Context: an optimization exercise on an open-source flow, tuned for small area, a short achievable clock period and few clock cycles. The choices shown serve that exercise and are no tape-out recipe.
In this exercise RTL edits were held to simulation tests only and were not proved equivalent to the original.
No activity file was given, so power comes from the tool's default toggle rates. No driver is modelled on the clock port, so clocking that relies on it looks cheaper here than on a real chip.

--- flow/run.sh ---
#!/bin/bash
set -euo pipefail
ARGS=(SETUP_SLACK_MARGIN=7.6
  "BUFFER_PORTS_ARGS=-buffer_cell sky130_fd_sc_hd__buf_4"
  "CTS_ARGS=-sink_clustering_enable -repair_clock_nets -sink_clustering_size 30 -sink_clustering_max_diameter 60 -dont_use_dummy_load")
bash standard.sh "${ARGS[@]}" place > standard_place.log 2>&1
PLACE_ODB=$(pwd)/orfs/results/sky130hd/Freq_Counter/base/3_place.odb openroad -no_init -exit flow/pull_outputs.tcl > pull_outputs.log 2>&1
bash standard.sh "${ARGS[@]}" finish > standard_finish.log 2>&1
--- flow/pull_outputs.tcl ---
# Move each output port's driving flip-flop next to the port's output buffer,
# then legalize. Reads and writes the placed design given in PLACE_ODB.
read_db $::env(PLACE_ODB)
set block [ord::get_db_block]
set moved 0
foreach bterm [$block getBTerms] {
  if {[$bterm getIoType] ne "OUTPUT"} { continue }
  set net [$bterm getNet]
  set buf ""
  foreach it [$net getITerms] { if {[$it isOutputSignal]} { set buf [$it getInst] } }
  if {$buf eq ""} { continue }
  set in ""
  foreach it [$buf getITerms] { if {[$it isInputSignal]} { set in [$it getNet] } }
  if {$in eq ""} { continue }
  set ff ""
  set nload 0
  foreach it [$in getITerms] {
    if {[$it isOutputSignal]} { set ff [$it getInst] } else { incr nload }
  }
  if {$ff eq "" || $nload != 1} { continue }
  if {![[$ff getMaster] isSequential]} { continue }
  set loc [$buf getLocation]
  $ff setLocation [lindex $loc 0] [lindex $loc 1]
  $ff setPlacementStatus PLACED
  incr moved
  puts "moved [$ff getName] next to [$buf getName]"
}
puts "moved $moved flip-flops"
detailed_placement
check_placement -verbose
write_db $::env(PLACE_ODB)
--- standard.sh ---
#!/bin/bash
# synth_recipe.tcl (not shown) runs the flow's synth.tcl, then flattens the netlist and writes it again
# the make line also repeats each setting of config.mk as NAME=value (left out here)
make -C /OpenROAD-flow-scripts/flow DESIGN_CONFIG=/design/flow/config.mk WORK_HOME=/design/flow/orfs CLKGATE_MAP_FILE= SYNTH_SCRIPT=/design/flow/synth_recipe.tcl "${@:-finish}"
--- config.mk ---
export PLATFORM = sky130hd
export DESIGN_NAME = Freq_Counter
export DESIGN_NICKNAME = Freq_Counter
export VERILOG_FILES = /design/flow/design.v
export SDC_FILE = /design/flow/constraint.sdc
export NUM_CORES = 8
export LEC_CHECK = 0
export ABC_CLOCK_PERIOD_IN_PS = 3500
export CAP_MARGIN = 20
export CORE_MARGIN = 2
export CORE_UTILIZATION = 70
export SLEW_MARGIN = 20
--- constraint.sdc ---
create_clock -name core_clock -period 11.0 [get_ports {clock}]
set_input_delay 2.2000 -clock core_clock [delete_from_list [all_inputs] [get_ports {clock}]]
set_output_delay 2.2000 -clock core_clock [all_outputs]
set_load 0.01 [all_outputs]
--- design.v ---
module Freq_Counter (clock, iReset_N, SW1, iValid, iPixel, oReady, oValid, iPixel_new);
input	clock, iReset_N;
input	SW1;
input	iValid;
input	[7:0] iPixel;
output	oReady;
output reg oValid;
output reg [7:0] iPixel_new;
localparam S_CLEAR = 3'd0;		 
localparam S_COUNT = 3'd1;		 
localparam S_DRAIN = 3'd2;		 
localparam S_PASS  = 3'd3;		 
localparam S_WAIT  = 3'd4;		 
(* fsm_encoding = "none" *)
reg [2:0]  state;
reg        rdy;
reg [3:0]  ph;					 
reg [3:0]  tr;					 
reg [13:0] pixel_count;			 
reg [1:0]  drain_wait;
reg        lut_valid;
reg        v1, s1;
assign oReady = rdy;			 
wire last_left = v1 ? (pixel_count == 14'd16382) : (pixel_count == 14'd16383);
reg [7:0]  p1;
reg        v2, s2;
reg        v3;					 
reg [7:0]  q3;
reg [7:0]  p2;
reg [7:0]  a2;
reg [7:0]  tb1;					 
reg        ix_v, iy_v;			 
reg [3:0]  xr, yr;				 
reg [2:0]  xq, yq;				 
reg        x2;					 
wire [15:0] xr_1h = ix_v ? (16'd1 << xr) : 16'd0;
wire [15:0] yr_1h = iy_v ? (16'd1 << yr) : 16'd0;
wire [7:0]  xq_1h = 8'd1 << xq;
wire [7:0]  yq_1h = 8'd1 << yq;
reg        pd_v;				 
reg [7:0]  pd_p;
reg [2:0]  pd_q;
wire [3:0] pos_n = p1[3:0] - ph - 4'd1;	 
wire       y_go  = v1 & ~pos_n[0];
wire       merge = pd_v & v1 & (pd_p == p1);
reg [2047:0] tq;				 
wire [7:0]  tq_rd = tq[{a2, 3'b000} +: 8];
always @(posedge clock)
begin
	v1 <= iReset_N & iValid & (state == S_COUNT);
	s1 <= SW1;
	p1 <= iPixel;
	v2 <= iReset_N & v1;
	s2 <= s1 & lut_valid;
	p2 <= p1;
	a2 <= p1 + tb1;
	v3 <= iReset_N & v2;
	q3 <= s2 ? tq_rd : p2;
	oValid <= iReset_N & v3;
	iPixel_new <= q3;
	pd_v <= iReset_N & v1 & pos_n[0];
	pd_p <= p1;
	pd_q <= pos_n[3:1];
	ix_v <= iReset_N & pd_v;
	xr   <= pd_p[7:4];
	xq   <= pd_q;
	x2   <= merge;
	iy_v <= iReset_N & y_go & ~merge;
	yr   <= p1[7:4];
	yq   <= pos_n[3:1];
end
always @(posedge clock)
	rdy <= iReset_N && (((state == S_CLEAR || state == S_WAIT) && ph == 4'd12) ||
	                    (state == S_COUNT && !(iValid && last_left)));
always @(posedge clock)
begin
	if (!iReset_N)
	begin
		state       <= S_CLEAR;
		ph          <= 4'd13;
		pixel_count <= 14'd0;
		lut_valid   <= 1'b0;
	end
	else
	begin
		ph <= ph + 4'd1;
		if (v1)
			pixel_count <= pixel_count + 14'd1;
		if (ph == 4'd15)
			tr <= tr + 4'd1;
		case (state)
		S_CLEAR:
			if (ph == 4'd12)
			begin
				state <= S_COUNT;
			end
		S_COUNT:
			if (iValid && last_left)
			begin
				begin
					state       <= S_DRAIN;
					drain_wait  <= 2'b11;
				end
			end
		S_DRAIN:
		begin
			drain_wait <= {drain_wait[0], 1'b0};
			tr <= 4'd0;
			if (ph == 4'd15 && drain_wait == 2'b00)
				state <= S_PASS;
		end
		S_PASS:
			if (ph == 4'd15 && tr == 4'd15)
				state <= S_WAIT;
		S_WAIT:
			if (ph == 4'd12)
			begin
				state     <= S_COUNT;
				lut_valid <= 1'b1;
			end
		default:
			state <= S_CLEAR;
		endcase
	end
end
wire [16*12-1:0] head_q;		 
wire [15:0]      head_ovf;		 
wire             sweep_en = (state == S_COUNT) || (state == S_DRAIN) || (state == S_WAIT);
genvar r, j;
generate
for (r = 0; r < 16; r = r + 1)
begin : ring
	reg  [12*16-1:0] q;
	wire [12*16-1:0] d;
	wire clr = (state == S_CLEAR) || (state == S_PASS && tr == r);
	wire swp = sweep_en && (tr == r);
	for (j = 0; j < 16; j = j + 1)
	begin : pos
		wire       o  = q[12*j + 11];
		wire       c  = q[12*j + 10];
		wire [5:0] hi = q[12*j + 4 +: 6];
		wire [3:0] lo = q[12*j +: 4];
		wire [4:0] lo_n;
		if (j % 2 == 0)
		begin : inc
			wire ex = xr_1h[r] & xq_1h[j/2];
			wire ey = yr_1h[r] & yq_1h[j/2];
			wire e1 = (ex & ~x2) | ey;
			wire e2 = ex & x2;
			wire k1 = (lo[0] & e1) | e2;
			wire k2 = lo[1] & k1;
			wire k3 = lo[2] & k2;
			assign lo_n = {lo[3] & k3, lo[3] ^ k3, lo[2] ^ k2, lo[1] ^ k1, lo[0] ^ e1};
		end
		else
		begin : noinc
			assign lo_n = {1'b0, lo};
		end
		if (j == 0)
		begin : head
			wire [6:0] hi_n = {1'b0, hi} + {6'd0, c};
			wire       o_n  = o | hi_n[6];
			assign d[12*15 +: 12] = clr ? 12'd0 : {o_n & ~swp, lo_n[4], hi_n[5:0], lo_n[3:0]};
			assign head_q[12*r +: 12] = q[11:0];
			assign head_ovf[r] = o_n;
		end
		else
		begin : body
			assign d[12*(j-1) +: 12] = {o, c | lo_n[4], hi, lo_n[3:0]};
		end
	end
	always @(posedge clock)
		q <= d;
end
endgenerate
reg  [15:0] xv;					 
reg  [7:0]  xtag [0:15];
reg  [3:0]  xext [0:15];
wire [7:0]  xkey = {tr, ph};	 
wire [15:0] xhit;
wire [15:0] xfree_lo;			 
reg  [3:0]  xrd;
reg         sw_inc;				 
reg  [3:0]  sw_slot;				 
reg         sw_new;				 
reg  [7:0]  sw_key;
wire [15:0] sw_1h = 16'd1 << sw_slot;
wire [15:0] xfree = ~xv & ~(sw_1h & {16{sw_inc & sw_new}});
reg  [3:0]  xhit_bin, xfree_bin;
integer k;
generate
for (r = 0; r < 16; r = r + 1)
begin : xs
	assign xhit[r] = xv[r] && (xtag[r] == xkey);
	if (r == 0)
		assign xfree_lo[r] = xfree[r];
	else
		assign xfree_lo[r] = xfree[r] && !(|xfree[r-1:0]);
end
endgenerate
always @(*)
begin
	xhit_bin  = 4'd0;
	xfree_bin = 4'd0;
	for (k = 0; k < 16; k = k + 1)
	begin
		xhit_bin  = xhit_bin  | (xhit[k]     ? k[3:0] : 4'd0);
		xfree_bin = xfree_bin | (xfree_lo[k] ? k[3:0] : 4'd0);
	end
end
always @(*)
begin
	xrd = 4'd0;
	for (k = 0; k < 16; k = k + 1)
		xrd = xrd | (xhit[k] ? xext[k] : 4'd0);
end
always @(posedge clock)
begin
	sw_inc <= iReset_N && sweep_en && head_ovf[tr];
	sw_slot <= (|xhit) ? xhit_bin : xfree_bin;
	sw_new  <= ~(|xhit);
	sw_key  <= xkey;
	for (k = 0; k < 16; k = k + 1)
	begin
		if (state == S_CLEAR || (state == S_PASS && tr == 4'd15 && ph == 4'd15))
			xv[k] <= 1'b0;
		else if (sw_inc && sw_1h[k] && !sw_new)
			xext[k] <= xext[k] + 4'd1;
		else if (sw_inc && sw_1h[k] && sw_new)
		begin
			xv[k]   <= 1'b1;
			xtag[k] <= sw_key;
			xext[k] <= 4'd1;
		end
	end
end
reg        rval, rfirst;			 
reg [11:0] hraw;
reg [3:0]  hext;
reg        hval, hfirst;			 
reg [13:0] hcnt;
reg        found;
reg [13:0] Dn;					 
reg [13:0] N;
reg        nval, nfirst;
reg [21:0] X;
reg        xval, xfirst;
wire [6:0] hraw_hi = {1'b0, hraw[9:4]} + {6'd0, hraw[10]};
always @(posedge clock)
begin
	rval   <= iReset_N && state == S_PASS;
	rfirst <= (tr == 4'd0) && (ph == 4'd0);
	hraw   <= head_q[12*tr +: 12];
	hext   <= xrd;
	hval   <= iReset_N & rval;
	hfirst <= rfirst;
	hcnt   <= {hext + {3'd0, hraw[11]} + {3'd0, hraw_hi[6]}, hraw_hi[5:0], hraw[3:0]};
	nval   <= iReset_N & hval;
	nfirst <= hfirst;
	if (hval)
	begin
		if (hfirst || !found)
		begin
			found <= (hcnt != 14'd0);
			Dn    <= (hcnt == 14'd0) ? 14'd0 : hcnt - 14'd1;
			N     <= 14'd0;
		end
		else
			N <= N + hcnt;
	end
	xval   <= iReset_N & nval;
	xfirst <= nfirst;
	X      <= {N, 8'd0} - {8'd0, N};
end
function [14:0] csub(input [14:0] a, input [13:0] dn);
	reg [15:0] g, p;
	integer i, l, k;
	begin
		g[0] = 1'b1;				 
		p[0] = 1'b0;
		for (i = 0; i < 15; i = i + 1)
		begin
			g[i+1] = a[i] & ((i < 14) ? dn[i] : 1'b1);
			p[i+1] = a[i] ^ ((i < 14) ? dn[i] : 1'b1);
		end
		csub[13:0] = p[14:1];
		for (l = 0; l < 4; l = l + 1)
			for (i = 0; i < 16; i = i + 1)
				if ((i >> l) & 1)
				begin
					k = ((i >> l) << l) - 1;
					g[i] = g[i] | (p[i] & g[k]);
					p[i] = p[i] & p[k];
				end
		csub[13:0] = csub[13:0] ^ g[13:0];
		csub[14]   = g[15];
	end
endfunction
generate
for (j = 7; j >= 0; j = j - 1)
begin : dv
	wire [j+14:0] xin;			 
	wire          vin, fin;
	wire [14:0]   top = xin[j+14:j];
	wire [14:0]   cs  = csub(top, Dn);
	wire          ge  = cs[14];
	wire [13:0]   sub = cs[13:0];
	wire [j+13:0] xout;			 
	if (j > 0)
	begin : lowbits
		assign xout = {ge ? sub : top[13:0], xin[j-1:0]};
	end
	else
	begin : nolow
		assign xout = ge ? sub : top[13:0];
	end
	if (j == 7)
	begin : first
		assign xin = X;
		assign vin = xval;
		assign fin = xfirst;
	end
	else
	begin : next
		assign xin = dv[j+1].xo;
		assign vin = dv[j+1].vo;
		assign fin = dv[j+1].fo;
	end
	wire [j+13:0] xo;
	wire          qo, vo, fo;
	if (j > 0)
	begin : r
		reg [j+13:0] xr;
		reg          qr, vr, fr;
		always @(posedge clock)
		begin
			xr <= xout; qr <= ge; vr <= iReset_N & vin; fr <= fin;
		end
		assign xo = xr; assign qo = qr; assign vo = vr; assign fo = fr;
	end
	else
	begin : w
		assign xo = xout; assign qo = ge; assign vo = vin; assign fo = fin;
	end
end
endgenerate
wire       t_we    = dv[0].vo;
wire       t_first = dv[0].fo;
reg [2047:0] tq_n;
always @(*)
begin
	tq_n = {tq[7:0], tq[2047:8]};
	if (dv[0].vo) tq_n[8*255 + 0] = dv[0].qo;
	if (dv[1].vo) tq_n[8*255 + 1] = dv[1].qo;
	if (dv[2].vo) tq_n[8*0 + 2]   = dv[2].qo;
	if (dv[3].vo) tq_n[8*1 + 3]   = dv[3].qo;
	if (dv[4].vo) tq_n[8*2 + 4]   = dv[4].qo;
	if (dv[5].vo) tq_n[8*3 + 5]   = dv[5].qo;
	if (dv[6].vo) tq_n[8*4 + 6]   = dv[6].qo;
	if (dv[7].vo) tq_n[8*5 + 7]   = dv[7].qo;
end
always @(posedge clock)
begin
	tq  <= tq_n;
	tb1 <= (t_we && t_first) ? 8'd254 : tb1 - 8'd1;
end
endmodule
==> flow_metrics.env, run 1 <==
export IMPL_start_util=0.704
export IMPL_dr_pass1_iters=5
export IMPL_crit_path_max_fanout=1
export IMPL_power_density_nw_per_um2=191
export IMPL_hold_viol=0
export IMPL_min_path_cells=0
export IMPL_fp_coreArea_um2=225000
export IMPL_gr_total_overflow=0
export IMPL_clock_sinks=5675
export IMPL_relSlewSlack=0.225
export IMPL_die_y_um=479
export IMPL_setup_tns_ns=0
export IMPL_antenna_found_initial=12
export IMPL_synth_cell_area_um2=158000
export IMPL_hpwl_mm=195
export IMPL_ys_ff_latch=5675
export IMPL_grt_usage=0.260
export IMPL_clk_pin_slew_worst_paths_ns=0.10
export IMPL_drv_slew=0
export IMPL_vias=74701
export IMPL_die_w_um=479
export IMPL_htree_levels=4
export IMPL_fp_row_count=174
export IMPL_ff2ff_setup_slack_ns=7.65
export IMPL_synth_most_common_cell="dfxtp_1"
export IMPL_fin_cells=13202
export IMPL_synth_top_area_frac=0.690
export IMPL_clockRootBuffer="clkbuf_16"
export IMPL_clock_path_buffers=3
export IMPL_drt_iter0_drc=4836
export IMPL_layout_worst_path_cycle_share=0.323
export IMPL_syn_to_final_growth_pct=5.98
export IMPL_gp_congestion=0.894
export IMPL_synth_seq_area_share=0.733
export IMPL_yosysTopAreaCell="dfxtp_1"
export IMPL_min_path_type="reg2reg"
export IMPL_ys_warn_count=3
export IMPL_synth_top_cells_by_count="dfxtp_1 (5448), ha_1 (713), mux4_2 (544), nor2_1 (346), xnor2_1 (239)"
export IMPL_place_ws_ns=6.38
export IMPL_cts_hold_buffers=0
export IMPL_status="complete, no violations"
export IMPL_synthTopCellsByArea="dfxtp_1 (69%), mux4_2 (7.7%), ha_1 (5.6%), edfxtp_1 (4.3%), xnor2_1 (1.3%)"
export IMPL_max_freq_mhz=281
export IMPL_portBuffers=21
export IMPL_synthCells=10188
export IMPL_cts_buffers=233
export IMPL_cp_cell_sequence="buf_6"
export IMPL_cap_violations=0
export IMPL_dp_cells=12930
export IMPL_crit_reg2reg_launch="a2[6]$_DFF_P_"
export IMPL_start_kind="flip-flop"
export IMPL_async_reset_ff_frac=0
export IMPL_grt_max_degree=75
export IMPL_vdd_drop_max_v=0.000192
export IMPL_worst_ep_required_time_ns=8.80
export IMPL_reg2reg_depth=9
export IMPL_ios=22
export IMPL_clkLatencyLatePin_ns=0.92
export IMPL_tightest_slew_ns=1.15
export IMPL_grt_pass1_vias=77348
export IMPL_path_class="reg2out"
export IMPL_end_kind="output port"
export IMPL_tritoncts="done"
export IMPL_worst_slack_ns=7.44
export IMPL_critPathSlowestCell="dfxtp_2"
export IMPL_fin_crit_ns=3.56
export IMPL_ant_nets=0
export IMPL_syn_area_per_cell_um2=15.5
export IMPL_leakage_nw=68.1
export IMPL_synth_distinct_cells=76
export IMPL_cp_arrival_ns=1.36
export IMPL_grt_pass1_wl_mm=456
export IMPL_finClkSkew_ns=0.0942
export IMPL_routed_via_density=5.66
export IMPL_path_delay_family="flip-flops"
export IMPL_min_to="ring[9].q[51]$_DFF_P_"
export IMPL_fillers=13640
export IMPL_synth_edf_count=227
export IMPL_setup_viol=0
export IMPL_synth_nets=10938
export IMPL_slowest_delay_ns=0.33
export IMPL_rsz0062_at_grt="yes"
export IMPL_die_area_um2=230000
export IMPL_nets=10954
export IMPL_drc=0
export IMPL_r2r_end="q3[6]$_DFF_P_"
export IMPL_crit_buf_inv=1
export IMPL_holdCritStartpoint="ring[9].q[63]$_DFF_P_"
export IMPL_wl_per_cell_um=22.5
export IMPL_final_layout_size_suffix_gt1_frac=0.118
export IMPL_drt_wl_total_mm=298
export IMPL_ys_flop_type="dfxtp_1"
==> metal layers <==
layer / share of wire / vias up / global-route usage
met5: 0 / - / 0
met1: 0.44 / 37463 / 0.350
met2: 0.49 / 1518 / 0.444
li1: - / 35247 / -
met4: 0.031 / 0 / 0.0810
met3: 0.039 / 473 / 0.0308
==> cells by family (layout without fill, tap and decap cells) <==
family | count (synthesis) | after routing | synth area share
flip-flops | 5675 | 5675 | 0.733
AND/OR/NAND/NOR | 1320 | 1321 | 0.0428
AO/OA/AOI/OAI | 878 | 878 | 0.0377
multiplexers | 801 | 801 | 0.0948
adder cells (fa/ha/maj) | 738 | 738 | 0.0596
buffers and inverters | 416 | 429 | 0.0126
XOR/XNOR | 360 | 360 | 0.0199
other | 0 | 8 | 0
==> where the power goes <==
| part | leakage, nW | internal (W) | switching (W) |
|---|---|---|---|
| Clock | 2.87 | 0.00378 | 0.00567 |
| Combinational | 19.3 | 0.000622 | 0.000916 |
| Sequential | 45.9 | 0.0208 | 0.000154 |
==> how the worst max path moves through the flow <==
stage                                      from                     to  slack, ns  depth (start not counted)
final                     iPixel_new[6]$_DFF_P_          iPixel_new[6]       7.44                          1
after global routing      iPixel_new[6]$_DFF_P_          iPixel_new[6]       7.39                          1
after CTS                 iPixel_new[6]$_DFF_P_          iPixel_new[6]       7.38                          1
after detailed placement          a2[0]$_DFF_P_          q3[7]$_DFF_P_       6.38                          9
after global placement            a2[0]$_DFF_P_          q3[2]$_DFF_P_       6.41                          9
after floorplan                          iValid  state[0]$_SDFFE_PN0P_       7.49                          6
==> sequential cells by signal (all words and copies together), names as in the netlist, 5 cells and up <==
register,count
X,22
tb1,8
hcnt,14
sw_key,8
p1,8
dv.r.fr,7
Dn,14
dv.r.vr,7
xtag,128
tq,2048
xext,64
dv.r.xr,126
q3,8
dv.r.qr,7
pixel_count,14
iPixel_new,8
hraw,12
xv,16
N,14
a2,8
p2,5
ring.q,3072
==> placed cells by master, fill, tap and decap left out, types with 19 or more instances in the layout <==
| master | synthesis | routed |
|---|---|---|
| dfxtp_1 | 5448 | 5434 |
| ha_1 | 713 | 712 |
| mux4_2 | 544 | 544 |
| nor2_1 | 346 | 328 |
| xnor2_1 | 239 | 239 |
| clkbuf_16 | 0 | 233 |
| o22ai_1 | 232 | 232 |
| edfxtp_1 | 227 | 227 |
| nand2_1 | 194 | 189 |
| mux2i_1 | 170 | 170 |
| nand3_1 | 153 | 153 |
| nor2b_1 | 145 | 144 |
| or2_2 | 139 | 139 |
| a21oi_1 | 133 | 132 |
| xor2_1 | 121 | 121 |
| o21ai_0 | 96 | 95 |
| a21o_1 | 81 | 81 |
| buf_4 | 60 | 75 |
| inv_1 | 75 | 74 |
| nor3_1 | 78 | 72 |
| o21bai_1 | 70 | 70 |
| mux2_2 | 70 | 70 |
| a211oi_1 | 60 | 60 |
| and3_1 | 50 | 50 |
| and2_1 | 35 | 35 |
| a22oi_1 | 35 | 35 |
| nand2b_1 | 35 | 34 |
| nand4_1 | 34 | 34 |
| o211ai_1 | 27 | 27 |
| fa_1 | 25 | 25 |
| nor4_1 | 23 | 23 |
| or3_1 | 23 | 23 |
| a221oi_1 | 21 | 21 |
| o21a_1 | 19 | 19 |
==> layout make-up <==
class / instances / area [µm²] / area share
antenna: 8 / 20.0 / 0.000119
clock buffer: 233 / 5830 / 0.0348
sequential: 5675 / 116000 / 0.691
multi-input combinational: 4098 / 40500 / 0.241
inverter: 76 / 289 / 0.00172
tap: 2992 / 3740 / 0.0223
timing repair buffer: 120 / 1380 / 0.00822
==> timing repair <==
action / in CTS / in global routing
gates cloned: 5 / 0
gates resized for setup: 59 / 18
buffers inserted: 12 / 14
setup endpoints to repair: 159 / 140
pin swaps: 0 / 5
==> metrics by stage <==
step / total power (W) / area, µm² / utilization / hold slack [ns]
floorplan: 0.0225 / 158000 / - / 0.310
global placement: 0.0229 / 161000 / 0.717 / 0.309
detailed placement: 0.0229 / 161000 / 0.717 / 0.312
CTS: 0.0321 / 167000 / 0.745 / 0.284
global route: 0.0330 / 168000 / 0.746 / 0.286
finish: 0.0320 / 168000 / 0.746 / 0.287
Testbench counts, summed over its fixed seeds: cycles 664,224.
==> run 2: changes to the inputs <==
--- a/design.v
+++ b/design.v
@@ -174,10 +174,9 @@
 end
 endgenerate
-reg  [15:0] xv;					 
+reg  [4:0]  xn;					 
 reg  [7:0]  xtag [0:15];
 reg  [3:0]  xext [0:15];
 wire [7:0]  xkey = {tr, ph};	 
 wire [15:0] xhit;
-wire [15:0] xfree_lo;			 
 reg  [3:0]  xrd;
 reg         sw_inc;				 
@@ -186,15 +185,11 @@
 reg  [7:0]  sw_key;
 wire [15:0] sw_1h = 16'd1 << sw_slot;
-wire [15:0] xfree = ~xv & ~(sw_1h & {16{sw_inc & sw_new}});
-reg  [3:0]  xhit_bin, xfree_bin;
+wire [3:0]  xfree_bin = xn[3:0] + {3'd0, sw_inc & sw_new};	 
+reg  [3:0]  xhit_bin;
 integer k;
 generate
 for (r = 0; r < 16; r = r + 1)
 begin : xs
-	assign xhit[r] = xv[r] && (xtag[r] == xkey);
-	if (r == 0)
-		assign xfree_lo[r] = xfree[r];
-	else
-		assign xfree_lo[r] = xfree[r] && !(|xfree[r-1:0]);
+	assign xhit[r] = (xn > r) && (xtag[r] == xkey);
 end
 endgenerate
@@ -202,10 +197,6 @@
 begin
 	xhit_bin  = 4'd0;
-	xfree_bin = 4'd0;
 	for (k = 0; k < 16; k = k + 1)
-	begin
 		xhit_bin  = xhit_bin  | (xhit[k]     ? k[3:0] : 4'd0);
-		xfree_bin = xfree_bin | (xfree_lo[k] ? k[3:0] : 4'd0);
-	end
 end
 always @(*)
@@ -221,13 +212,14 @@
 	sw_new  <= ~(|xhit);
 	sw_key  <= xkey;
+	if (state == S_CLEAR || (state == S_PASS && tr == 4'd15 && ph == 4'd15))
+		xn <= 5'd0;
+	else if (sw_inc && sw_new)
+		xn <= xn + 5'd1;
 	for (k = 0; k < 16; k = k + 1)
 	begin
-		if (state == S_CLEAR || (state == S_PASS && tr == 4'd15 && ph == 4'd15))
-			xv[k] <= 1'b0;
-		else if (sw_inc && sw_1h[k] && !sw_new)
+		if (sw_inc && sw_1h[k] && !sw_new)
 			xext[k] <= xext[k] + 4'd1;
 		else if (sw_inc && sw_1h[k] && sw_new)
 		begin
-			xv[k]   <= 1'b1;
 			xtag[k] <= sw_key;
 			xext[k] <= 4'd1;
==> run 2 against run 1 <==
Effect of this change:
- still clean
- sequential share of layout area decreased by 0.091 points
- cell count down 0.35%
- die area decreased by 0.13%
- combinational power hardly changed
- worst hold slack gained 0.00084 ns
- first-iteration DRC count is 4.5% lower
- largest cell class unchanged
- largest power group unchanged
- highest routed layer is now met5
==> flow_metrics.env, run 2 <==
export IMPL_multiInputGateArea_um2=40500
export IMPL_syn_area_per_cell_um2=15.6
export IMPL_reg2reg_depth=7
export IMPL_power_w=0.0318
export IMPL_worst_slack_ns=7.47
export IMPL_layout_common_cells="dfxtp_1 (5421), ha_1 (720), mux4_2 (537)"
export IMPL_htree_levels=4
export IMPL_grt_pass1_vias=76633
export IMPL_fp_coreArea_um2=225000
export IMPL_gp_congestion=0.871
export IMPL_fillers=13925
export IMPL_biggestRegsByFlops="ring.q x3072, tq x2048, xtag x128"
export IMPL_ys_flop_type="dfxtp_1"
export IMPL_nets=10918
export IMPL_power_frac_clock=0.294
export IMPL_drv_slew=0
export IMPL_yosysTopAreaCell="dfxtp_1"
export IMPL_synth_most_common_cell="dfxtp_1"
export IMPL_die_w_um=479
export IMPL_fin_area_um2=168000
export IMPL_critPathSlowestCell="dfxtp_2"
export IMPL_power_share_sequential=0.658
export IMPL_vdd_drop_max_v=0.000222
export IMPL_grt_pass1_wl_mm=445
export IMPL_tritoncts="done"
export IMPL_largest_register_ffs=3072
export IMPL_fp_row_count=174
export IMPL_pwr_share_comb=0.048
export IMPL_vias=74080
export IMPL_grt_usage=0.253
export IMPL_path_delay_family="flip-flops"
export IMPL_layout_worst_path_cycle_share=0.321
export IMPL_end_kind="output port"
export IMPL_drc=0
export IMPL_portBuffers=21
export IMPL_finClkSkew_ns=0.0702
export IMPL_ys_warn_count=3
export IMPL_clockRootBuffer="clkbuf_16"
export IMPL_antenna_found_initial=6
export IMPL_switching_power_w=0.00673
export IMPL_ios=22
export IMPL_clock_sinks=5664
export IMPL_place_area_um2=161000
export IMPL_crit_buf_inv=1
export IMPL_fin_util=0.746
export IMPL_tightest_slew_ns=1.26
export IMPL_place_ws_ns=6.36
export IMPL_cp_cell_sequence="buf_6"
export IMPL_cap_violations=0
export IMPL_power_density_nw_per_um2=190
export IMPL_slowest_delay_ns=0.34
export IMPL_seqCellArea_um2=116000
export IMPL_p_int_w=0.0251
export IMPL_switching_share=0.211
export IMPL_min_path_type="reg2reg"
export IMPL_hold_viol=0
export IMPL_fin_crit_ns=3.53
export IMPL_synth_top_cells_by_count="dfxtp_1 (5437), ha_1 (720), mux4_2 (537), nor2_1 (267), edfxtp_1 (227)"
export IMPL_final_layout_size_suffix_gt1_frac=0.118
export IMPL_syn_to_final_growth_pct=6.05
export IMPL_status="complete, no violations"
export IMPL_rsz0062_at_grt="yes"
export IMPL_drt_iter0_drc=4618
export IMPL_relSlewSlack=0.157
export IMPL_max_freq_mhz=283
export IMPL_ys_ff_latch=5664
export IMPL_clkLatencyLatePin_ns=0.90
export IMPL_path_class="reg2out"
export IMPL_crit_path_max_fanout=1
export IMPL_start_kind="flip-flop"
export IMPL_start_util=0.703
export IMPL_async_reset_ff_frac=0
export IMPL_leakage_nw=68.2
export IMPL_synth_nets=10901
export IMPL_largest_register="ring.q"
export IMPL_setup_viol=0
export IMPL_die_area_um2=229000
export IMPL_mostFrequentLayoutCell="dfxtp_1"
export IMPL_synth_cell_area_um2=158000
export IMPL_synth_distinct_cells=74
export IMPL_grt_max_degree=140
export IMPL_die_y_um=479
export IMPL_synth_seq_area_share=0.732
export IMPL_cts_buffers=229
export IMPL_ant_nets=0
export IMPL_wl_per_cell_um=22.0
export IMPL_cp_num_cells=1
export IMPL_cts_hold_buffers=0
export IMPL_min_path_cells=0
export IMPL_setup_tns_ns=0
export IMPL_synthTopCellsByArea="dfxtp_1 (69%), mux4_2 (7.7%), ha_1 (5.7%), edfxtp_1 (4.3%), mux2i_1 (1.2%)"
export IMPL_dr_pass1_iters=5
export IMPL_worst_ep_required_time_ns=8.80
export IMPL_routed_via_density=5.63
export IMPL_clock_path_buffers=3
export IMPL_synth_top_area_frac=0.689
export IMPL_gr_total_overflow=0
export IMPL_cp_arrival_ns=1.33
export IMPL_drt_wl_total_mm=289
export IMPL_synth_edf_count=227
export IMPL_hpwl_mm=188
export IMPL_clk_pin_slew_worst_paths_ns=0.10
export IMPL_synthCells=10144
## run 2: cell count changes in the layout (fill, tap and decap cells not counted), moves of 19 or more
cell and delta:
o221ai_1 +32, and2_1 +36, xnor2_1 -43, mux2_2 +49, o22ai_1 -33, xor2_1 +50, nor2_1 -72, o21ai_0 +19
and3_1 -24, nand3_1 -31, mux2i_1 +19
## run 2: repair_timing
item,in CTS,in global routing
setup buffers,19,8
endpoints found under the setup margin,116,130
resized for setup,58,18
pin swaps,2,6
gates cloned,4,1
## run 2: stage by stage
stage | instances | hold WS [ns]
6_report | 13156 | 0.288
3_3_place_gp | 12888 | 0.310
5_1_grt | 13153 | 0.293
4_1_cts | 13140 | 0.288
2_1_floorplan | 10144 | 0.310
3_5_place_dp | 12888 | 0.312
## run 2: layout make-up
cell class                 count  share of cell area
inverter                      76             0.00173
antenna                        5           0.0000747
tap                         2992              0.0223
timing repair buffer         131             0.00926
multi-input combinational   4059               0.242
sequential                  5664               0.691
clock buffer                 229              0.0342
## run 2: path summary, 6_finish.rpt
path | startpoint | slack (ns) | to
worst min-delay path | tq[328]$_DFF_P_ | 0.29 | tq[320]$_DFF_P_
worst max register to register | a2[1]$_DFF_P_ | 7.68 | q3[7]$_DFF_P_
worst max-delay path | iPixel_new[1]$_DFF_P_ | 7.47 | iPixel_new[1]
worst min register to register | tq[328]$_DFF_P_ | 0.29 | tq[320]$_DFF_P_
## run 2: layer usage
| metal | track usage | routed length, µm | vias up |
|---|---|---|---|
| li1 | - | - | 35151 |
| met1 | 0.350 | 130000 | 36968 |
| met2 | 0.420 | 138000 | 1502 |
| met3 | 0.0329 | 12600 | 455 |
| met4 | 0.0766 | 8500 | 4 |
| met5 | 0 | 28 | - |
## run 2: power by group through the flow
stage,sequential (W),clock (W),combinational [W]
detailed placement,0.0214,0,0.00145
global placement,0.0214,0,0.00141
global route,0.0210,0.0102,0.00164
CTS,0.0210,0.00953,0.00149
floorplan,0.0213,0,0.00105
finish,0.0210,0.00935,0.00153
## run 2: cells by family (layout without fill, tap and decap cells)
group           Yosys count  count (layout)  share of synthesized area
simple gates           1234            1234                     0.0412
fa+ha+maj               745             745                     0.0602
xor+xnor                367             367                     0.0203
mux                     845             845                     0.0970
compound gates          868             868                     0.0367
flops                  5664            5664                      0.732
buf+inv                 421             436                     0.0124
other cells               0               5                          0
Testbench counts of run 2, summed over its fixed seeds: cycles 664,224.
==> run 3: changes to the inputs <==
--- a/flow/run.sh
+++ b/flow/run.sh
@@ -1,5 +1,5 @@
 #!/bin/bash
 set -euo pipefail
-ARGS=(SETUP_SLACK_MARGIN=7.6
+ARGS=(SETUP_SLACK_MARGIN=7.5
   "BUFFER_PORTS_ARGS=-buffer_cell sky130_fd_sc_hd__buf_4"
   "CTS_ARGS=-sink_clustering_enable -repair_clock_nets -sink_clustering_size 30 -sink_clustering_max_diameter 60 -dont_use_dummy_load")
--- a/config.mk
+++ b/config.mk
@@ -9,4 +9,4 @@
 export CAP_MARGIN = 20
 export CORE_MARGIN = 2
-export CORE_UTILIZATION = 70
+export CORE_UTILIZATION = 75
 export SLEW_MARGIN = 20
==> run 3 against run 2 <==
Effect of this change:
- first-iteration DRC count increased by 17%
- critical path depth unchanged
- clock skew increased by 0.024 ns
- critical path type unchanged
- highest routed layer unchanged
- clock power about the same
- global-route usage increased by 2.8 points
- wire length increased by 4.5%
- sequential share of layout area increased by 0.14 points
==> flow_metrics.env, run 3 <==
export IMPL_ys_warn_count=3
export IMPL_path_class="reg2out"
export IMPL_grt_usage=0.281
export IMPL_worst_ep_required_time_ns=8.80
export IMPL_dr_pass1_iters=8
export IMPL_grt_pass1_wl_mm=460
export IMPL_critPathSlowestCell="dfxtp_2"
export IMPL_setup_tns_ns=0
export IMPL_fp_coreArea_um2=210000
export IMPL_final_layout_size_suffix_gt1_frac=0.118
export IMPL_cap_violations=0
export IMPL_vdd_drop_max_v=0.000224
export IMPL_synth_cell_area_um2=158000
export IMPL_relSlewSlack=0.150
export IMPL_synthCells=10144
export IMPL_synth_top_cells_by_count="dfxtp_1 (5437), ha_1 (720), mux4_2 (537), nor2_1 (267), edfxtp_1 (227)"
export IMPL_switching_share=0.213
export IMPL_finClkSkew_ns=0.0941
export IMPL_drv_slew=0
export IMPL_setup_viol=0
export IMPL_cts_buffers=226
export IMPL_layout_common_cells="dfxtp_1 (5422), ha_1 (720), mux4_2 (537)"
export IMPL_worst_slack_ns=7.42
export IMPL_crit_path_max_fanout=1
export IMPL_tritoncts="done"
export IMPL_routed_via_density=5.80
export IMPL_synth_distinct_cells=74
export IMPL_clock_sinks=5664
export IMPL_htree_levels=4
export IMPL_start_kind="flip-flop"
export IMPL_gr_total_overflow=0
export IMPL_clk_pin_slew_worst_paths_ns=0.11
export IMPL_leakage_nw=68.1
export IMPL_synth_edf_count=227
export IMPL_tightest_slew_ns=1.27
export IMPL_yosysTopAreaCell="dfxtp_1"
export IMPL_layout_worst_path_cycle_share=0.325
export IMPL_die_w_um=463
export IMPL_synth_seq_area_share=0.732
export IMPL_gp_congestion=0.852
export IMPL_mostFrequentLayoutCell="dfxtp_1"
export IMPL_p_int_w=0.0251
export IMPL_ys_flop_type="dfxtp_1"
export IMPL_hold_ws_ns=0.275
export IMPL_ys_ff_latch=5664
export IMPL_syn_area_per_cell_um2=15.6
export IMPL_synthTopCellsByArea="dfxtp_1 (69%), mux4_2 (7.7%), ha_1 (5.7%), edfxtp_1 (4.3%), mux2i_1 (1.2%)"
export IMPL_cp_cell_sequence="buf_6"
export IMPL_largest_register="ring.q"
export IMPL_reg2reg_depth=8
export IMPL_min_path_type="reg2reg"
export IMPL_drt_wl_total_mm=302
export IMPL_power_density_nw_per_um2=190
export IMPL_hpwl_mm=194
export IMPL_max_freq_mhz=280
export IMPL_start_util=0.754
export IMPL_synth_most_common_cell="dfxtp_1"
export IMPL_clockRootBuffer="clkbuf_16"
export IMPL_hold_viol=0
export IMPL_drt_iter0_drc=5418
export IMPL_synth_nets=10901
export IMPL_async_reset_ff_frac=0
export IMPL_rsz0062_at_grt="yes"
export IMPL_clkLatencyLatePin_ns=0.94
export IMPL_die_y_um=463
export IMPL_slowest_delay_ns=0.33
export IMPL_fp_row_count=168
export IMPL_nets=10921
export IMPL_ios=22
export IMPL_crit_buf_inv=1
export IMPL_pwr_share_comb=0.048
export IMPL_antenna_found_initial=15
export IMPL_biggestRegsByFlops="ring.q x3072, tq x2048, xtag x128"
export IMPL_min_path_cells=0
export IMPL_syn_to_final_growth_pct=5.84
export IMPL_ant_nets=0
export IMPL_switching_power_w=0.00678
export IMPL_power_share_sequential=0.658
export IMPL_clock_path_buffers=3
export IMPL_wl_per_cell_um=23.3
export IMPL_cp_num_cells=1
export IMPL_status="complete, no violations"
export IMPL_cp_arrival_ns=1.38
export IMPL_largest_register_ffs=3072
export IMPL_drc=0
export IMPL_fin_crit_ns=3.58
export IMPL_end_kind="output port"
export IMPL_path_delay_family="flip-flops"
export IMPL_grt_max_degree=139
export IMPL_portBuffers=21
export IMPL_vias=75224
export IMPL_power_frac_clock=0.294
export IMPL_place_ws_ns=6.15
export IMPL_die_area_um2=214000
export IMPL_grt_pass1_vias=78052
export IMPL_synth_top_area_frac=0.689
[run 3: cell counts after synthesis]
Identical to the previous run, type by type.
[run 3: what timing repair did]
item | CTS | global route
setup endpoints to repair | 257 | 91
pin swaps | 0 | 6
hold buffers | 0 | 0
cloned | 3 | 0
resized for setup | 63 | 16
setup buffers | 9 | 24
[run 3: final timing paths]
path | from | endpoint | slack, ns
min reg2reg | ring[12].q[94]$_DFF_P_ | ring[12].q[82]$_DFF_P_ | 0.27
max | rdy$_DFF_P_ | oReady | 7.42
min | ring[12].q[94]$_DFF_P_ | ring[12].q[82]$_DFF_P_ | 0.27
max reg2reg | a2[2]$_DFF_P_ | q3[5]$_DFF_P_ | 7.52
[run 3: power by group through the flow]
stage                     logic, W  registers (W)  clock network, W
after floorplan            0.00105         0.0213                 0
after global placement     0.00139         0.0214                 0
after detailed placement   0.00144         0.0214                 0
after CTS                  0.00149         0.0210           0.00947
after global routing       0.00163         0.0210            0.0101
final                      0.00152         0.0210           0.00936
[run 3: layout make-up]
cell class                 count  area, µm²
sequential                  5664     116000
timing repair buffer         137       1540
fill                       11194      42400
antenna                       10       25.0
tap                         2805       3510
multi-input combinational   4059      40500
inverter                      76        285
clock buffer                 226       5660
[run 3: cell families (layout without fill, tap and decap cells)]
kind of cell / after synthesis / in the layout / synth area share
fa+ha+maj: 745 / 745 / 0.0602
buf+inv: 421 / 439 / 0.0124
compound gates: 868 / 868 / 0.0367
other cells: 0 / 10 / 0
mux: 845 / 845 / 0.0970
flops: 5664 / 5664 / 0.732
simple gates: 1234 / 1234 / 0.0412
xor+xnor: 367 / 367 / 0.0203
[run 3: per-stage QoR]
| stage | power (W) | std cells | utilization | area, µm² |
|---|---|---|---|---|
| after floorplan | 0.0224 | 10144 | - | 158000 |
| after global placement | 0.0228 | 12704 | 0.767 | 161000 |
| after detailed placement | 0.0229 | 12705 | 0.767 | 161000 |
| after CTS | 0.0319 | 12943 | 0.796 | 167000 |
| after global routing | 0.0328 | 12973 | 0.798 | 167000 |
| final | 0.0318 | 12977 | 0.798 | 167000 |
[run 3: per-layer routing]
metal  vias to the layer above  wire [µm]  global-route usage
met5                         -         23                   0
met4                         4       9980              0.0903
met3                       530      13300              0.0327
met2                      1761     149000               0.477
met1                     37749     130000               0.381
li1                      35180          -                   -
==> run 4: changes to the inputs <==
--- a/config.mk
+++ b/config.mk
@@ -9,4 +9,4 @@
 export CAP_MARGIN = 20
 export CORE_MARGIN = 2
-export CORE_UTILIZATION = 75
+export CORE_UTILIZATION = 70
 export SLEW_MARGIN = 20
==> run 4 against run 3 <==
Effect of this change:
- global-route usage down 2.8 points
- register-to-register slack improved by 0.10 ns
- core utilization is 5.3 points lower
- synthesized area unchanged
- cell count increased by 1.3%
- non-clock buffer count fell by 12
- wire length decreased by 4.5%
- clock power barely moved
- largest cell class unchanged
- clock-buffer cell count up 3
- synthesized cell count stayed put
==> flow_metrics.env, run 4 <==
export IMPL_biggestRegsByFlops="ring.q x3072, tq x2048, xtag x128"
export IMPL_yosysTopAreaCell="dfxtp_1"
export IMPL_power_w=0.0318
export IMPL_synth_compound_area_frac=0.0367
export IMPL_synth_most_common_cell="dfxtp_1"
export IMPL_synth_xor_area_frac=0.0203
export IMPL_dr_pass1_iters=6
export IMPL_finClkSkew_ns=0.0719
export IMPL_clkLatencyLatePin_ns=0.90
export IMPL_synth_edf_count=227
export IMPL_antenna_found_initial=6
export IMPL_clock_sinks=5664
export IMPL_relSlewSlack=0.114
export IMPL_crit_buf_inv=1
export IMPL_worst_ep_required_time_ns=8.80
export IMPL_fp_coreArea_um2=225000
export IMPL_ant_nets=0
export IMPL_max_freq_mhz=283
export IMPL_muxShareOfSynthArea=0.0970
export IMPL_rsz0062_at_grt="yes"
export IMPL_tritoncts="done"
export IMPL_power_density_nw_per_um2=190
export IMPL_hold_ws_ns=0.286
export IMPL_hpwl_mm=188
export IMPL_dp_cells=12888
export IMPL_gp_congestion=0.871
export IMPL_synth_top_cells_by_count="dfxtp_1 (5437), ha_1 (720), mux4_2 (537), nor2_1 (267), edfxtp_1 (227)"
export IMPL_grt_pass1_vias=76614
export IMPL_vias=74035
export IMPL_clk_pin_slew_worst_paths_ns=0.10
export IMPL_wl_per_cell_um=21.9
export IMPL_largest_register_ffs=3072
export IMPL_die_w_um=479
export IMPL_synth_distinct_cells=74
export IMPL_synth_cell_area_um2=158000
export IMPL_die_area_um2=229000
export IMPL_largest_register="ring.q"
export IMPL_final_layout_size_suffix_gt1_frac=0.118
export IMPL_critPathSlowestCell="dfxtp_2"
export IMPL_synthTopCellsByArea="dfxtp_1 (69%), mux4_2 (7.7%), ha_1 (5.7%), edfxtp_1 (4.3%), mux2i_1 (1.2%)"
export IMPL_start_util=0.703
export IMPL_synth_top_area_frac=0.689
export IMPL_cp_cell_sequence="buf_6"
export IMPL_layout_common_cells="dfxtp_1 (5422), ha_1 (720), mux4_2 (537)"
export IMPL_ys_warn_count=3
export IMPL_min_path_type="reg2reg"
export IMPL_fp_row_count=174
export IMPL_routed_via_density=5.63
export IMPL_synthCells=10144
export IMPL_syn_to_final_growth_pct=5.97
export IMPL_leakage_nw=68.1
export IMPL_grt_usage=0.253
export IMPL_synth_simple_gate_area_frac=0.0412
export IMPL_synth_top_family_by_area="multiplexers"
export IMPL_cts_buffers=229
export IMPL_slowest_delay_ns=0.34
export IMPL_cp_arrival_ns=1.33
export IMPL_clock_path_buffers=3
export IMPL_portBuffers=21
export IMPL_fin_cells=13148
export IMPL_clockRootBuffer="clkbuf_16"
export IMPL_mostFrequentLayoutCell="dfxtp_1"
export IMPL_start_kind="flip-flop"
export IMPL_nets=10912
export IMPL_drt_iter0_drc=4718
export IMPL_path_delay_family="flip-flops"
export IMPL_cap_violations=0
export IMPL_grt_pass1_wl_mm=445
export IMPL_status="complete, no violations"
export IMPL_die_y_um=479
export IMPL_path_class="reg2out"
export IMPL_ys_flop_type="dfxtp_1"
export IMPL_grt_max_degree=140
export IMPL_hold_viol=0
export IMPL_async_reset_ff_frac=0
export IMPL_synth_fa_ha_area_frac=0.0602
export IMPL_synth_nets=10901
export IMPL_ios=22
export IMPL_synth_seq_area_share=0.732
export IMPL_ys_ff_latch=5664
export IMPL_htree_levels=4
export IMPL_crit_path_max_fanout=1
export IMPL_end_kind="output port"
export IMPL_vdd_drop_max_v=0.000223
export IMPL_setup_tns_ns=0
export IMPL_drv_slew=0
export IMPL_drt_wl_total_mm=288
export IMPL_tightest_slew_ns=1.33
export IMPL_fin_crit_ns=3.53
export IMPL_syn_area_per_cell_um2=15.6
export IMPL_fin_util=0.745
export IMPL_gr_total_overflow=0
export IMPL_layout_worst_path_cycle_share=0.321
export IMPL_setup_viol=0
export IMPL_drc=0
## run 4: cell counts after synthesis
No cell type changed its count.
## run 4: area by class of cell
class,instances,area (µm²)
Tap cell,2992,3740
Fill cell,13935,57300
Multi-Input combinational cell,4059,40500
Sequential cell,5664,116000
Clock buffer,229,5730
Antenna cell,3,7.51
Timing Repair Buffer,125,1430
Inverter,76,285
## run 4: through the flow
stage | cell area, µm² | setup slack, ns
2_1_floorplan | 158000 | 7.82
3_3_place_gp | 161000 | 6.40
3_5_place_dp | 161000 | 6.36
4_1_cts | 167000 | 7.38
5_1_grt | 167000 | 7.39
6_report | 167000 | 7.47
## run 4: path summary, 6_finish.rpt
path                                             from         endpoint  slack (ns)  cells past startpoint
worst max-delay path            iPixel_new[1]$_DFF_P_    iPixel_new[1]        7.47                      1
worst min-delay path                  tq[328]$_DFF_P_  tq[320]$_DFF_P_        0.29                      0
worst max register to register          a2[4]$_DFF_P_    q3[1]$_DFF_P_        7.62                      7
worst min register to register        tq[328]$_DFF_P_  tq[320]$_DFF_P_        0.29                      0
## run 4: cell families after synthesis
logic type | after synthesis
DFF | 5664
and+or+nand+nor | 1234
AOI/OAI and AO/OA | 868
muxes | 845
adders and majority gates | 745
buffers and inverters | 421
xor gates and xnor gates | 367
## run 4: what timing repair did
action                                  CTS  global route
gates cloned                              4             0
endpoints found under the setup margin  112           106
pin swaps                                 2             2
buffers inserted                         15             7
hold buffers                              0             0
gates resized for setup                  55            12
## run 4: power breakdown
group | internal [W] | switching (W) | total (W)
sequential | 0.0208 | 0.000171 | 0.0210
combinational | 0.000599 | 0.000913 | 0.00151
clock | 0.00372 | 0.00563 | 0.00935
## run 4: layer usage
layer / wire (µm) / global-route usage / vias up
met3: 12500 / 0.0328 / 479
met4: 8720 / 0.0774 / 4
met1: 130000 / 0.350 / 36936
li1: - / - / 35147
met5: 28 / 0 / -
met2: 138000 / 0.419 / 1469
==> run 5: changes to the inputs <==
--- a/design.v
+++ b/design.v
@@ -79,4 +79,5 @@
 		state       <= S_CLEAR;
 		ph          <= 4'd13;
+		tr          <= 4'd0;
 		pixel_count <= 14'd0;
 		lut_valid   <= 1'b0;
==> run 5 against run 4 <==
Effect of this change:
- combinational power is about 50% lower
- flip-flop and latch count stayed put
- global-route usage is 0.38 points higher
- worst setup slack worse by 0.027 ns
- critical endpoint is now oReady
- wire length is 1.6% higher
- synthesized area is 0.34% lower
- clock power hardly changed
==> flow_metrics.env, run 5 <==
export IMPL_tightest_slew_ns=1.17
export IMPL_synth_edf_count=223
export IMPL_htree_levels=4
export IMPL_nets=10940
export IMPL_status="complete, no violations"
export IMPL_final_layout_size_suffix_gt1_frac=0.114
export IMPL_setup_tns_ns=0
export IMPL_layout_worst_path_cycle_share=0.323
export IMPL_cts_hold_buffers=0
export IMPL_place_area_um2=161000
export IMPL_crit_path_max_fanout=1
export IMPL_largest_register="ring.q"
export IMPL_path_delay_family="flip-flops"
export IMPL_power_share_sequential=0.672
export IMPL_power_frac_clock=0.304
export IMPL_pwr_share_comb=0.024
export IMPL_clkLatencyLatePin_ns=0.93
export IMPL_clock_path_buffers=3
export IMPL_synth_xor_area_frac=0.0195
export IMPL_gp_congestion=0.808
export IMPL_biggestRegsByFlops="ring.q x3072, tq x2048, xtag x128"
export IMPL_ant_nets=0
export IMPL_fin_crit_ns=3.56
export IMPL_tritoncts="done"
export IMPL_synth_nets=10901
export IMPL_critPathLaunch="rdy$_DFF_P_"
export IMPL_routed_via_density=5.63
export IMPL_fp_row_count=174
export IMPL_power_density_nw_per_um2=184
export IMPL_dr_pass1_iters=6
export IMPL_drv_slew=0
export IMPL_start_kind="flip-flop"
export IMPL_ys_flop_type="dfxtp_1"
export IMPL_vias=74265
export IMPL_largest_register_ffs=3072
export IMPL_async_reset_ff_frac=0
export IMPL_synth_top_family_by_area="multiplexers"
export IMPL_crit_buf_inv=1
export IMPL_fin_area_um2=167000
export IMPL_grt_usage=0.257
export IMPL_mostFrequentLayoutCell="dfxtp_1"
export IMPL_synth_top_area_frac=0.692
export IMPL_syn_to_final_growth_pct=6.20
export IMPL_layout_common_cells="dfxtp_1 (5422), ha_1 (720), mux4_2 (543)"
export IMPL_wl_per_cell_um=22.2
export IMPL_ys_ff_latch=5664
export IMPL_end_kind="output port"
export IMPL_dp_cells=12905
export IMPL_switching_share=0.202
export IMPL_leakage_nw=67.2
export IMPL_cap_violations=0
export IMPL_antenna_found_initial=15
export IMPL_grt_pass1_vias=76189
export IMPL_reg2reg_depth=11
export IMPL_r2r_end="q3[2]$_DFF_P_"
export IMPL_die_area_um2=229000
export IMPL_crit_end="oReady"
export IMPL_synthTopCellsByArea="dfxtp_1 (69%), mux4_2 (7.8%), ha_1 (5.7%), edfxtp_1 (4.3%), xnor2_1 (1.3%)"
export IMPL_cp_arrival_ns=1.36
export IMPL_synth_distinct_cells=72
export IMPL_critPathSlowestCell="dfxtp_2"
export IMPL_switching_power_w=0.00623
export IMPL_slowest_delay_ns=0.34
export IMPL_rsz0062_at_grt="yes"
export IMPL_fin_cells=13184
export IMPL_finClkSkew_ns=0.0832
export IMPL_portBuffers=21
export IMPL_synth_most_common_cell="dfxtp_1"
export IMPL_worst_ep_required_time_ns=8.80
export IMPL_setup_viol=0
export IMPL_ff2ff_setup_slack_ns=7.60
export IMPL_gr_total_overflow=0
export IMPL_hold_viol=0
export IMPL_ys_warn_count=3
export IMPL_synth_cell_area_um2=157000
export IMPL_max_freq_mhz=281
export IMPL_synth_fa_ha_area_frac=0.0604
export IMPL_muxShareOfSynthArea=0.0950
export IMPL_grt_pass1_wl_mm=447
export IMPL_drt_iter0_drc=4787
export IMPL_yosysTopAreaCell="dfxtp_1"
export IMPL_synth_seq_area_share=0.734
export IMPL_p_int_w=0.0246
export IMPL_crit_reg2reg_launch="a2[4]$_DFF_P_"
export IMPL_start_util=0.702
export IMPL_clock_sinks=5664
export IMPL_drc=0
export IMPL_die_y_um=478
export IMPL_cts_buffers=230
export IMPL_syn_area_per_cell_um2=15.5
export IMPL_fp_coreArea_um2=224000
export IMPL_hpwl_mm=192
export IMPL_min_path_type="reg2reg"
export IMPL_clockRootBuffer="clkbuf_16"
export IMPL_synthCells=10144
export IMPL_relSlewSlack=0.219
export IMPL_ios=22
export IMPL_cp_cell_sequence="buf_6"
export IMPL_worst_slack_ns=7.44
export IMPL_grt_max_degree=102
export IMPL_vdd_drop_max_v=0.000246
export IMPL_synth_simple_gate_area_frac=0.0418
export IMPL_cp_num_cells=1
export IMPL_clk_pin_slew_worst_paths_ns=0.10
export IMPL_synth_top_cells_by_count="dfxtp_1 (5441), ha_1 (720), mux4_2 (543), nor2_1 (300), xnor2_1 (237)"
export IMPL_synth_compound_area_frac=0.0375
export IMPL_die_w_um=478
export IMPL_drt_wl_total_mm=293
export IMPL_place_ws_ns=6.28
export IMPL_path_class="reg2out"
==> run 5: worst min-delay path by stage <==
stage	cells after the start	to	slack (ns)	start
CTS	0	ring[13].q[58]$_DFF_P_	0.28	ring[13].q[70]$_DFF_P_
global route	0	ring[13].q[58]$_DFF_P_	0.28	ring[13].q[70]$_DFF_P_
floorplan	0	dv[1].r.fr$_DFF_P_	0.31	dv[2].r.fr$_DFF_P_
finish	0	dv[7].r.xr[2]$_DFF_P_	0.28	X[2]$_DFF_P_
detailed placement	0	ring[12].q[33]$_DFF_P_	0.31	ring[12].q[45]$_DFF_P_
global placement	0	ring[15].q[91]$_DFF_P_	0.31	ring[15].q[103]$_DFF_P_
==> run 5: worst register-to-register path, delay by kind of cell (launching register included) <==
family	cells	cell delay, ns
buffers and inverters	4	1.46
AND/OR/NAND/NOR	3	0.72
AO/OA/AOI/OAI	4	0.60
flip-flops	1	0.56
==> run 5: power groups by stage <==
| stage | registers, W | clock network [W] | logic, W |
|---|---|---|---|
| 2_1_floorplan | 0.0211 | 0 | 0.000453 |
| 3_5_place_dp | 0.0212 | 0 | 0.000719 |
| 4_1_cts | 0.0207 | 0.00954 | 0.000743 |
| 5_1_grt | 0.0207 | 0.0102 | 0.000787 |
| 3_3_place_gp | 0.0212 | 0 | 0.000708 |
| 6_report | 0.0207 | 0.00937 | 0.000755 |
==> run 5: repair_timing <==
item,CTS,global route
buffers inserted,23,12
setup endpoints to repair,113,65
pin swaps,3,3
gates resized for setup,51,21
cloned,2,1
==> run 5: cells by family after synthesis <==
group / count (synthesis)
XOR/XNOR: 351
multiplexers: 804
AND/OR/NAND/NOR: 1270
buffers and inverters: 416
adder cells (fa/ha/maj): 745
flip-flops: 5664
AO/OA/AOI/OAI: 894
==> run 5: per-layer routing <==
layer	GRT usage	vias to the layer above	part of all wire
li1	-	35187	-
met1	0.357	37097	0.45
met2	0.426	1513	0.48
met3	0.0333	466	0.044
met4	0.0754	2	0.029
met5	0	-	0.000031
==> run 5: cell type report <==
| class | instances | area (µm²) |
|---|---|---|
| inverters | 83 | 314 |
| fillers | 13816 | 57000 |
| repair buffers | 140 | 1510 |
| clock buffers | 230 | 5760 |
| flip-flops and latches | 5664 | 116000 |
| well taps | 2992 | 3740 |
| diodes | 11 | 27.5 |
| multi-input cells | 4064 | 40200 |
==> run 5: through the flow <==
stage          utilization  hold WS, ns  total power, W
2_1_floorplan            -        0.310          0.0216
3_3_place_gp         0.716        0.310          0.0219
3_5_place_dp         0.716        0.312          0.0219
4_1_cts              0.744        0.275          0.0310
5_1_grt              0.746        0.282          0.0317
6_report             0.746        0.278          0.0308
Testbench counts of run 5, summed over its fixed seeds: cycles 664,224.
==> run 6: changes to the inputs <==
--- a/design.v
+++ b/design.v
@@ -79,5 +79,4 @@
 		state       <= S_CLEAR;
 		ph          <= 4'd13;
-		tr          <= 4'd0;
 		pixel_count <= 14'd0;
 		lut_valid   <= 1'b0;
==> flow/run.sh (replaced) <==
#!/bin/bash
set -euo pipefail
ARGS=(SETUP_SLACK_MARGIN=7.5
  "BUFFER_PORTS_ARGS=-buffer_cell sky130_fd_sc_hd__buf_4"
  "CTS_ARGS=-sink_clustering_enable -repair_clock_nets -sink_clustering_size 30 -sink_clustering_max_diameter 60 -dont_use_dummy_load -balance_levels")
bash standard.sh "${ARGS[@]}" place > standard_place.log 2>&1
PLACE_ODB=$(pwd)/orfs/results/sky130hd/Freq_Counter/base/3_place.odb openroad -no_init -exit flow/pull_outputs.tcl > pull_outputs.log 2>&1
bash standard.sh "${ARGS[@]}" finish > standard_finish.log 2>&1
==> run 6 against run 5 <==
Effect of this change:
- still clean
- critical path depth unchanged
- cell area rose by 0.12%
- first-iteration DRC count down 1.4%
- combinational power increased by 100%
- register-to-register slack better by 0.02 ns
- die area grew 0.34%
- power up 3.2%
- sequential share of layout area shrank 0.066 points
- sequential power about the same
- critical path type unchanged
- critical endpoint is now iPixel_new[1]
==> flow_metrics.env, run 6 <==
export IMPL_status="complete, no violations"
export IMPL_yosysTopAreaCell="dfxtp_1"
export IMPL_clk_pin_slew_worst_paths_ns=0.10
export IMPL_fin_cells=13148
export IMPL_start_kind="flip-flop"
export IMPL_clock_path_buffers=3
export IMPL_switching_share=0.211
export IMPL_final_layout_size_suffix_gt1_frac=0.118
export IMPL_min_path_type="reg2reg"
export IMPL_path_class="reg2out"
export IMPL_drt_iter0_drc=4718
export IMPL_synth_top_cells_by_count="dfxtp_1 (5437), ha_1 (720), mux4_2 (537), nor2_1 (267), edfxtp_1 (227)"
export IMPL_synth_cell_area_um2=158000
export IMPL_synth_most_common_cell="dfxtp_1"
export IMPL_dr_pass1_iters=6
export IMPL_cts_buffers=229
export IMPL_antenna_found_initial=6
export IMPL_die_w_um=479
export IMPL_crit_buf_inv=1
export IMPL_die_area_um2=229000
export IMPL_synth_top_family_by_area="multiplexers"
export IMPL_power_frac_clock=0.294
export IMPL_vias=74035
export IMPL_async_reset_ff_frac=0
export IMPL_nets=10912
export IMPL_largest_register="ring.q"
export IMPL_use_met1=0.350
export IMPL_clkLatencyLatePin_ns=0.90
export IMPL_biggestRegsByFlops="ring.q x3072, tq x2048, xtag x128"
export IMPL_gp_congestion=0.871
export IMPL_synth_xor_area_frac=0.0203
export IMPL_tritoncts="done"
export IMPL_synthCells=10144
export IMPL_path_delay_family="flip-flops"
export IMPL_wl_per_cell_um=21.9
export IMPL_clock_sinks=5664
export IMPL_leakage_nw=68.1
export IMPL_crit_path_max_fanout=1
export IMPL_hold_viol=0
export IMPL_drc=0
export IMPL_rsz0062_at_grt="yes"
export IMPL_max_freq_mhz=283
export IMPL_synth_nets=10901
export IMPL_ys_ff_latch=5664
export IMPL_syn_to_final_growth_pct=5.97
export IMPL_synth_seq_area_share=0.732
export IMPL_drv_slew=0
export IMPL_syn_area_per_cell_um2=15.6
export IMPL_fillers=13935
export IMPL_power_share_sequential=0.659
export IMPL_grt_pass1_wl_mm=445
export IMPL_synth_distinct_cells=74
export IMPL_grt_max_degree=140
export IMPL_top_usage_layer="met2"
export IMPL_relSlewSlack=0.114
export IMPL_tightest_slew_ns=1.33
export IMPL_synthTopCellsByArea="dfxtp_1 (69%), mux4_2 (7.7%), ha_1 (5.7%), edfxtp_1 (4.3%), mux2i_1 (1.2%)"
export IMPL_synth_top_area_frac=0.689
export IMPL_fp_coreArea_um2=225000
export IMPL_portBuffers=21
export IMPL_fp_row_count=174
export IMPL_use_met3=0.0328
export IMPL_end_kind="output port"
export IMPL_gr_total_overflow=0
export IMPL_ant_nets=0
export IMPL_layout_common_cells="dfxtp_1 (5422), ha_1 (720), mux4_2 (537)"
export IMPL_drt_wl_total_mm=288
export IMPL_die_y_um=479
export IMPL_dp_cells=12888
export IMPL_cap_violations=0
export IMPL_slowest_delay_ns=0.34
export IMPL_ys_flop_type="dfxtp_1"
export IMPL_critPathSlowestCell="dfxtp_2"
export IMPL_start_util=0.703
export IMPL_grt_usage=0.253
export IMPL_setup_viol=0
export IMPL_cts_hold_buffers=0
export IMPL_p_int_w=0.0251
export IMPL_fin_crit_ns=3.53
export IMPL_synth_edf_count=227
export IMPL_layout_worst_path_cycle_share=0.321
export IMPL_muxShareOfSynthArea=0.0970
export IMPL_switching_power_w=0.00672
export IMPL_cp_arrival_ns=1.33
export IMPL_vdd_drop_max_v=0.000223
export IMPL_largest_register_ffs=3072
export IMPL_use_met2=0.419
export IMPL_worst_ep_required_time_ns=8.80
export IMPL_cp_cell_sequence="buf_6"
export IMPL_pwr_share_comb=0.048
export IMPL_mostFrequentLayoutCell="dfxtp_1"
export IMPL_hpwl_mm=188
export IMPL_routed_via_density=5.63
export IMPL_clockRootBuffer="clkbuf_16"
export IMPL_synth_fa_ha_area_frac=0.0602
export IMPL_synth_simple_gate_area_frac=0.0412
export IMPL_power_density_nw_per_um2=190
export IMPL_htree_levels=4
export IMPL_ios=22
export IMPL_setup_tns_ns=0
export IMPL_finClkSkew_ns=0.0719
export IMPL_ys_warn_count=3
export IMPL_grt_pass1_vias=76614
export IMPL_synth_compound_area_frac=0.0367
[run 6: final timing paths]
| path | endpoint | startpoint | depth (start not counted) | slack (ns) |
|---|---|---|---|---|
| worst min-delay path | tq[320]$_DFF_P_ | tq[328]$_DFF_P_ | 0 | 0.29 |
| worst max register to register | q3[1]$_DFF_P_ | a2[4]$_DFF_P_ | 7 | 7.62 |
| worst max-delay path | iPixel_new[1] | iPixel_new[1]$_DFF_P_ | 1 | 7.47 |
| worst min register to register | tq[320]$_DFF_P_ | tq[328]$_DFF_P_ | 0 | 0.29 |
[run 6: what timing repair did]
action	4_1_cts	5_1_grt
buffers inserted	15	7
pin swaps	2	2
setup endpoints to repair	112	106
gates resized for setup	55	12
gates cloned	4	0
[run 6: layout make-up]
cell class | instances | area, µm² | share of cell area
sequential | 5664 | 116000 | 0.691
tap | 2992 | 3740 | 0.0224
multi-input combinational | 4059 | 40500 | 0.242
inverter | 76 | 285 | 0.00170
clock buffer | 229 | 5730 | 0.0342
antenna | 3 | 7.51 | 0.0000448
timing repair buffer | 125 | 1430 | 0.00853
[run 6: power groups by stage]
stage	Sequential (W)	Combinational (W)	Clock (W)
finish	0.0210	0.00151	0.00935
global route	0.0210	0.00163	0.0102
CTS	0.0210	0.00149	0.00953
detailed placement	0.0214	0.00145	0
global placement	0.0214	0.00141	0
floorplan	0.0213	0.00105	0
[run 6: kinds of logic (layout without fill, tap and decap cells)]
kind of cell,after synthesis,after routing
buf+inv,421,430
other cells,0,3
flops,5664,5664
compound gates,868,868
xor+xnor,367,367
fa+ha+maj,745,745
mux,845,845
simple gates,1234,1234
[run 6: worst reg2reg max path, stage by stage (launching register included)]
cell	delay, ns
dfxtp_4	0.69
buf_8	0.54
buf_6	0.52
mux2_2	0.44
a22o_1	0.24
o22ai_1	0.16
o22ai_1	0.21
or4_1	0.46
[run 6: through the flow]
stage | power [W] | hold slack, ns | setup WS (ns) | utilization | cell area, µm²
2_1_floorplan | 0.0224 | 0.310 | 7.82 | - | 158000
3_3_place_gp | 0.0228 | 0.310 | 6.40 | 0.716 | 161000
3_5_place_dp | 0.0229 | 0.312 | 6.36 | 0.716 | 161000
4_1_cts | 0.0320 | 0.288 | 7.38 | 0.744 | 167000
5_1_grt | 0.0329 | 0.292 | 7.39 | 0.745 | 167000
6_report | 0.0318 | 0.286 | 7.47 | 0.745 | 167000
[run 6: per-layer routing]
layer  up-vias  routed length, µm
met5         -                 28
met1     36936             130000
li1      35147                  -
met3       479              12500
met4         4               8720
met2      1469             138000
Testbench counts of run 6, summed over its fixed seeds: cycles 664,224.

-- what the ideal ports hide --
Ports are ideal in the flow. The routed layouts listed here were re-timed in OpenROAD.
Step 1 assumes that a clkbuf_16 drives the clock port and a buf_2 every other input.
Step 2, shift: input delay + t, output delay - t, t = (earliest + latest rising clock arrival at the registers) / 2. This alone moves slack from input paths to output paths.
Three values: ideal, step 1, step 2; two values: the first two.
| run | t, ns | setup WS [ns] | clock arrival spread, ns | worst data-port slew with drivers (ns) |
|---|---|---|---|---|
| run 1 | 0.954 | 7.442 / 7.349 / 7.200 | 0.120 / 0.120 | 0.12 |
| run 2 | 0.965 | 7.465 / 7.378 / 7.198 | 0.095 / 0.094 | 0.07 |
| run 3 | 0.988 | 7.423 / 7.323 / 7.146 | 0.105 / 0.106 | 0.05 |
| run 4 | 0.962 | 7.470 / 7.380 / 7.230 | 0.099 / 0.099 | 0.07 |
| run 5 | 0.968 | 7.443 / 7.352 / 6.926 | 0.098 / 0.098 | 0.13 |
| run 6 | 0.962 | 7.470 / 7.380 / 7.230 | 0.099 / 0.099 | 0.07 |
After both steps setup and hold are still met in every run listed. The setup slack of run 5, which loses most, moves by -0.091 ns with the drivers and by -0.517 ns with both steps.
